From an optimization exercise on the open Yosys and OpenROAD flow, aimed at a short achievable clock period and few clock cycles per item; shortcuts taken in it are not production practice.
For this run, only the layout was checked, not whether the RTL still works.
No activity file was given, so power comes from the tool's default toggle rates.

==> flow/design.v <==
module RiscV_Main (
  input         clock,
  input         reset,
  output [19:0] imem_addr,
  input  [31:0] imem_data,
  output [7:0]  dmem_addr,
  output        dmem_re,
  input  [31:0] dmem_rdata,
  output        dmem_we,
  output [31:0] dmem_wdata,
  output        ret_valid,
  output [31:0] ret_pc,
  output        ret_we,
  output [4:0]  ret_rd,
  output [31:0] ret_wdata
);
  reg [31:0] pc_f;
  reg        rst_q;              
  reg        d_v;
  reg [31:0] d_ir, d_pc;
  reg        d_hit, d_ftk;       
  reg [1:0]  d_ctr;              
  reg        bt_v   [0:63];
  reg [5:0]  bt_tag [0:63];      
  reg [15:0] bt_tgt [0:63];      
  reg        bt_j   [0:63];      
  reg [1:0]  bt_ctr [0:63];
  reg        x_v;
  reg [31:0] x_pc, x_a, x_b, x_pre, x_alt;
  reg [4:0]  x_rd;
  reg        x_we, x_fa, x_fb, x_ld, x_br, x_jalr, x_pred;
  reg [1:0]  x_ctr;
  reg        u_v, u_tk;          
  reg [5:0]  u_idx;
  reg [1:0]  u_ctr;
  reg [2:0]  x_f3;
  reg        x_add, x_sub, x_sll, x_srl, x_sra, x_slt, x_sltu, x_xor, x_or, x_and, x_pres;
  reg        w_v, w_we;
  reg [31:0] w_pc, w_res;
  reg [4:0]  w_rd;
  reg [7:0]  m_addr;
  reg        m_re, m_we;
  reg [31:0] m_wdata;
  wire [31:0] rf [0:31];
  assign rf[0] = 32'd0;
  genvar g;
  generate
    for (g = 1; g < 32; g = g + 1) begin : r
      reg [31:0] q;
      always @(posedge clock) begin
        if (rst_q)
          q <= 32'd0;
        else if (w_v && w_we && w_rd == g)
          q <= w_res;
      end
      assign rf[g] = q;
    end
  endgenerate
  wire [5:0]  f_idx = pc_f[7:2];
  wire        f_hit = bt_v[f_idx] & (bt_tag[f_idx] == pc_f[13:8]) & ~rst_q;
  wire [1:0]  f_ctr = bt_ctr[f_idx];
  wire        f_tk  = f_hit & (bt_j[f_idx] | f_ctr[1]);
  wire [31:0] f_tgt = {pc_f[31:16], bt_tgt[f_idx]};
  wire [6:0] d_op  = d_ir[6:0];
  wire [4:0] d_rd  = d_ir[11:7];
  wire [4:0] d_rs1 = d_ir[19:15];
  wire [4:0] d_rs2 = d_ir[24:20];
  wire [2:0] d_f3  = d_ir[14:12];
  wire       d_f7  = d_ir[30];
  wire d_isR   = d_op == 7'h33;
  wire d_isI   = d_op == 7'h13;
  wire d_isLUI = d_op == 7'h37;
  wire d_isLD  = d_op == 7'h03;
  wire d_isST  = d_op == 7'h23;
  wire d_isBR  = d_op == 7'h63;
  wire d_isJAL = d_op == 7'h6f;
  wire d_isJR  = d_op == 7'h67;
  wire d_regw  = d_isR | d_isI | d_isLUI | d_isLD | d_isJAL | d_isJR;
  wire d_we    = d_regw & (d_rd != 5'd0);
  wire d_use1  = d_isR | d_isI | d_isLD | d_isST | d_isBR | d_isJR;
  wire d_use2  = d_isR | d_isST | d_isBR;
  wire [31:0] d_immI = {{20{d_ir[31]}}, d_ir[31:20]};
  wire [31:0] d_immS = {{20{d_ir[31]}}, d_ir[31:25], d_ir[11:7]};
  wire [31:0] d_immB = {{19{d_ir[31]}}, d_ir[31], d_ir[7], d_ir[30:25], d_ir[11:8], 1'b0};
  wire [31:0] d_immU = {d_ir[31:12], 12'd0};
  wire [31:0] d_immJ = {{11{d_ir[31]}}, d_ir[31], d_ir[19:12], d_ir[20], d_ir[30:21], 1'b0};
  wire [31:0] rf1 = rf[d_rs1];
  wire [31:0] rf2 = rf[d_rs2];
  wire d_w1 = w_v & w_we & (w_rd == d_rs1);
  wire d_w2 = w_v & w_we & (w_rd == d_rs2);
  wire [31:0] d_r1 = d_w1 ? w_res : rf1;
  wire [31:0] d_r2 = d_w2 ? w_res : rf2;
  wire d_x1 = x_v & x_we & (x_rd == d_rs1);
  wire d_x2 = x_v & x_we & (x_rd == d_rs2);
  wire d_mem   = d_isLD | d_isST;
  wire stall_d = d_v & ((d_mem & d_x1) | (d_isST & d_x2));
  wire [9:0] d_agu = d_r1[9:0] + (d_isST ? d_immS[9:0] : d_immI[9:0]);
  wire [31:0] d_pc4  = d_pc + 32'd4;
  wire [31:0] d_tgtB = d_pc + d_immB;
  wire [31:0] d_tgtJ = d_pc + d_immJ;
  wire d_stat  = d_ir[31] | (d_f3 == 3'b001);    
  wire [1:0] d_cnt = d_hit ? d_ctr : {d_stat, ~d_stat};
  wire d_bpred = d_cnt[1];
  wire d_take  = d_isJAL | (d_isBR & d_bpred);
  wire [31:0] d_tgt = d_isJAL ? d_tgtJ : d_tgtB;
  wire d_bad   = d_v & ~d_isJR & (d_ftk ? (~d_take | (pc_f != d_tgt)) : d_take);
  wire d_alloc = d_v & (d_isBR | d_isJAL) & ~d_hit;
  wire d_sh    = d_f3 == 3'b101;
  wire d_alu   = d_isR | d_isI;
  wire d_r30   = d_isR & d_f7;
  wire d_add   = (d_alu & (d_f3 == 3'b000) & ~d_r30);
  wire d_sub   = d_alu & (d_f3 == 3'b000) & d_r30;
  wire d_sll   = d_alu & (d_f3 == 3'b001) & ~d_r30;
  wire d_slt   = d_alu & (d_f3 == 3'b010) & ~d_r30;
  wire d_sltu  = d_alu & (d_f3 == 3'b011) & ~d_r30;
  wire d_xor   = d_alu & (d_f3 == 3'b100) & ~d_r30;
  wire d_srl   = d_alu & d_sh & ~d_f7;
  wire d_sra   = d_alu & d_sh & d_f7;
  wire d_or    = d_alu & (d_f3 == 3'b110) & ~d_r30;
  wire d_and   = d_alu & (d_f3 == 3'b111) & ~d_r30;
  wire d_pres  = d_isLUI | d_isJAL | d_isJR;
  wire [31:0] d_bval = d_isR ? d_r2 : d_immI;
  wire [31:0] xa = x_fa ? w_res : x_a;
  wire [31:0] xb = x_fb ? w_res : x_b;
  wire [31:0] x_sum  = xa + xb;
  wire [31:0] x_dif  = xa - xb;
  wire        x_eq   = xa == xb;
  wire signed [31:0] sxa = xa;
  wire signed [31:0] sxb = xb;
  wire        x_lt   = sxa < sxb;
  wire        x_ltu  = xa < xb;
  wire [4:0]  x_sh   = xb[4:0];
  wire [31:0] x_shl  = xa << x_sh;
  wire [31:0] x_shr  = xa >> x_sh;
  wire [31:0] x_shra = sxa >>> x_sh;
  wire [31:0] x_res =
      ({32{x_add}}  & x_sum)  |
      ({32{x_sub}}  & x_dif)  |
      ({32{x_sll}}  & x_shl)  |
      ({32{x_srl}}  & x_shr)  |
      ({32{x_sra}}  & x_shra) |
      ({32{x_slt}}  & {31'd0, x_lt})  |
      ({32{x_sltu}} & {31'd0, x_ltu}) |
      ({32{x_xor}}  & (xa ^ xb)) |
      ({32{x_or}}   & (xa | xb)) |
      ({32{x_and}}  & (xa & xb)) |
      ({32{x_pres}} & x_pre);
  reg x_taken;
  always @(*) begin
    case (x_f3)
      3'b000: x_taken = x_eq;
      3'b001: x_taken = ~x_eq;
      3'b100: x_taken = x_lt;
      3'b101: x_taken = ~x_lt;
      3'b110: x_taken = x_ltu;
      3'b111: x_taken = ~x_ltu;
      default: x_taken = 1'b0;
    endcase
  end
  wire flush_x = x_v & (x_jalr | (x_br & (x_taken ^ x_pred)));
  wire [31:0] x_tgt = x_jalr ? {x_sum[31:1], 1'b0} : x_alt;
  wire redir_d = d_bad & ~flush_x;
  wire hold_d  = stall_d & ~flush_x;
  always @(posedge clock) rst_q <= reset;
  always @(posedge clock) begin
    if (reset) begin
      pc_f <= 32'd0;
      d_v  <= 1'b0;
      x_v  <= 1'b0;
      w_v  <= 1'b0;
      m_re <= 1'b0;
      m_we <= 1'b0;
      u_v  <= 1'b0;
    end else begin
      if (flush_x)      pc_f <= x_tgt;
      else if (hold_d)  pc_f <= pc_f;
      else if (redir_d) pc_f <= d_take ? d_tgt : d_pc4;
      else if (f_tk)    pc_f <= f_tgt;
      else              pc_f <= pc_f + 32'd4;
      if (!stall_d) begin
        d_ir <= imem_data;
        d_pc <= pc_f;
        d_hit <= f_hit;
        d_ftk <= f_tk;
        d_ctr <= f_ctr;
      end
      d_v <= hold_d ? d_v : ~(flush_x | redir_d);
      x_v    <= d_v & ~hold_d & ~flush_x;
      x_pc   <= d_pc;
      x_rd   <= d_rd;
      x_we   <= d_we;
      x_fa   <= d_use1 & d_x1;
      x_fb   <= (d_isR | d_isBR) & d_x2;
      x_a    <= d_r1;
      x_b    <= d_isBR ? d_r2 : d_bval;
      x_pre  <= d_isLUI ? d_immU : d_pc4;
      x_alt  <= d_bpred ? d_pc4 : d_tgtB;
      x_pred <= d_bpred;
      x_ctr  <= d_cnt;
      x_ld   <= d_isLD;
      x_br   <= d_isBR;
      x_jalr <= d_isJR;
      x_f3   <= d_f3;
      x_add  <= d_add;  x_sub <= d_sub;  x_sll <= d_sll;  x_srl <= d_srl;
      x_sra  <= d_sra;  x_slt <= d_slt;  x_sltu <= d_sltu; x_xor <= d_xor;
      x_or   <= d_or;   x_and <= d_and;  x_pres <= d_pres;
      m_re    <= d_v & d_isLD & ~hold_d & ~flush_x;
      m_we    <= d_v & d_isST & ~hold_d & ~flush_x;
      m_addr  <= d_agu[9:2];
      m_wdata <= d_r2;
      w_v   <= x_v;
      w_pc  <= x_pc;
      w_rd  <= x_rd;
      w_we  <= x_we;
      w_res <= x_ld ? dmem_rdata : x_res;
      u_v   <= x_v & x_br;
      u_tk  <= x_taken;
      u_idx <= x_pc[7:2];
      u_ctr <= x_ctr;
    end
  end
  genvar e;
  generate
    for (e = 0; e < 64; e = e + 1) begin : bt
      always @(posedge clock) begin
        if (rst_q)
          bt_v[e] <= 1'b0;
        else if (d_alloc && d_pc[7:2] == e)
          bt_v[e] <= 1'b1;
        if (d_alloc && d_pc[7:2] == e) begin
          bt_tag[e] <= d_pc[13:8];
          bt_tgt[e] <= d_tgt[15:0];
          bt_j[e]   <= d_isJAL;
        end
        if (d_alloc && d_pc[7:2] == e)
          bt_ctr[e] <= d_cnt;
        else if (u_v && u_idx == e)
          bt_ctr[e] <= u_tk ? (u_ctr == 2'd3 ? 2'd3 : u_ctr + 2'd1)
                            : (u_ctr == 2'd0 ? 2'd0 : u_ctr - 2'd1);
      end
    end
  endgenerate
  assign imem_addr  = pc_f[21:2];
  assign dmem_addr  = m_addr;
  assign dmem_re    = m_re;
  assign dmem_we    = m_we;
  assign dmem_wdata = m_wdata;
  assign ret_valid = w_v;
  assign ret_pc    = w_pc;
  assign ret_we    = w_we;
  assign ret_rd    = w_rd;
  assign ret_wdata = w_res;
endmodule
==> flow/flow/run.sh <==
#!/bin/bash
set -o pipefail
MARGIN=${MARGIN:-8.6}
sed -E "s/SETUP_SLACK_MARGIN=[-0-9.]+/SETUP_SLACK_MARGIN=${MARGIN}/" standard.sh > standard_margin.sh
bash standard_margin.sh > standard.log 2>&1
==> flow/standard.sh <==
#!/bin/bash
# synth_recipe.tcl (not shown) runs the flow's synth.tcl, then flattens the netlist and writes it again
# the make line also repeats each setting of config.mk as NAME=value (left out here)
make -C /OpenROAD-flow-scripts/flow DESIGN_CONFIG=/design/flow/config.mk WORK_HOME=/design/flow/orfs CLKGATE_MAP_FILE= SYNTH_SCRIPT=/design/flow/synth_recipe.tcl "${@:-finish}"
==> flow/config.mk <==
export PLATFORM = sky130hd
export DESIGN_NAME = RiscV_Main
export DESIGN_NICKNAME = RiscV_Main
export VERILOG_FILES = /design/flow/design.v
export SDC_FILE = /design/flow/constraint.sdc
export NUM_CORES = 4
export LEC_CHECK = 0
export CAP_MARGIN = 20
export CORE_MARGIN = 2
export CORE_UTILIZATION = 55
export PLACE_DENSITY = 0.65
export SETUP_SLACK_MARGIN = 5
export SLEW_MARGIN = 20
export TNS_END_PERCENT = 100
==> flow/constraint.sdc <==
create_clock -name core_clock -period 12.0 [get_ports {clock}]
set_input_delay 2.4000 -clock core_clock [delete_from_list [all_inputs] [get_ports {clock}]]
set_output_delay 2.4000 -clock core_clock [all_outputs]
set_load 0.01 [all_outputs]
==> notes.md <==
==> metal layers <==
metal	track usage, %	overflow
met1	68.72	1
met3	45.98	0
met4	66.21	0
met5	22.54	0
met2	82.64	0
==> power by group through the flow <==
stage               Clock (mW)  Sequential, mW  Combinational (mW)
global placement             0            12.0                2.99
CTS                       10.3            11.7                3.98
detailed placement           0            12.0                3.01
floorplan                    0            11.9                1.64
==> Yosys cell counts (37+ instances only) <==
cell,instances
dfxtp_1,1095
mux2i_1,187
buf_1,73
ha_1,161
a21o_1,78
xnor2_1,116
o211ai_1,38
nand4_1,282
a21oi_1,1324
a221oi_1,418
nor3_1,130
a22oi_1,808
nand2b_1,41
edfxtp_1,1967
a31oi_1,54
and3_1,62
nor4_1,77
inv_1,224
nor2b_1,42
nand2_1,2597
a211oi_1,37
clkbuf_1,1007
nand3_1,392
nor2_1,644
and2_1,63
o21ai_0,335
a222oi_1,86
xor2_1,69
a22o_1,400
==> repair_timing <==
item	CTS
pin swaps	250
setup buffers	521
resized for setup	2140
setup endpoints to repair	3011
cloned	96
==> worst max-delay path by stage <==
stage	from	depth (start not counted)	endpoint	slack [ns]
after detailed placement	x_fb	18	pc_f[16]	5.15
after global placement	x_fb	18	pc_f[16]	5.22
after CTS	d_pc[1]	19	pc_f[16]	7.20
after floorplan	d_pc[10]	16	pc_f[19]	6.53
==> stage by stage <==
step	util [%]	cell area, sq um
3_3_place_gp	58.06	145700
2_1_floorplan	-	139400
4_1_cts	67.75	170000
3_5_place_dp	58.07	145700
==> logic make-up after synthesis <==
logic type | synth area share (%)
buffers and inverters | 3.868
AO/OA/AOI/OAI | 19.21
flip-flops | 58.41
XOR/XNOR | 1.267
multiplexers | 1.569
adder cells (fa/ha/maj) | 1.518
AND/OR/NAND/NOR | 14.16
==> notes.md <==
largest net degree at the start of global routing=182; Yosys warning count=6; die height=slightly above 500 um; tool error=[ERROR GRT-0232] Routing congestion too high. Check the congestion heatmap in the GUI.; synthesized cell area=0.1387 sq mm; EDFF count, synth=between 1500 and 2000; synthesized area per cell=10.35 sq um; hold buffers post-CTS=0; syn_nets=roughly 14000; post-synth top area share=~43%; CTS buffer count=321; biggest area consumer among synthesized cells=edfxtp_1; Starting Density=roughly 55%; htree depth=5; grt ovf=1; # port buffers=about 200; GR Util All Layers=roughly 66%; FP Rows=around 180; outcome=aborted with a tool error; Placer Congestion=approximately 1.0; Setup WS pre-CTS=slightly above 5 ns; stage reached=5_1_grt; Post-synth top flop=edfxtp_1; CTS Root Cell=clkbuf_16; count of cell types in the netlist=approximately 110; clk sinks=just over 3000; register bit total from synthesis=around 3100; hpwl dp=around 430000 um; Synth area leaders=edfxtp_1 (43%), dfxtp_1 (16%), nand2_1 (7.0%); clock tree buffer depth=4; post-synthesis instance total=13400; Horiz. Die Dim=506.1 um; Seq/Total Area, Yosys=58.41%; io pins=between 150 and 200; cell total after placement=between 15000 and 20000; Post-synth ARST share=0%
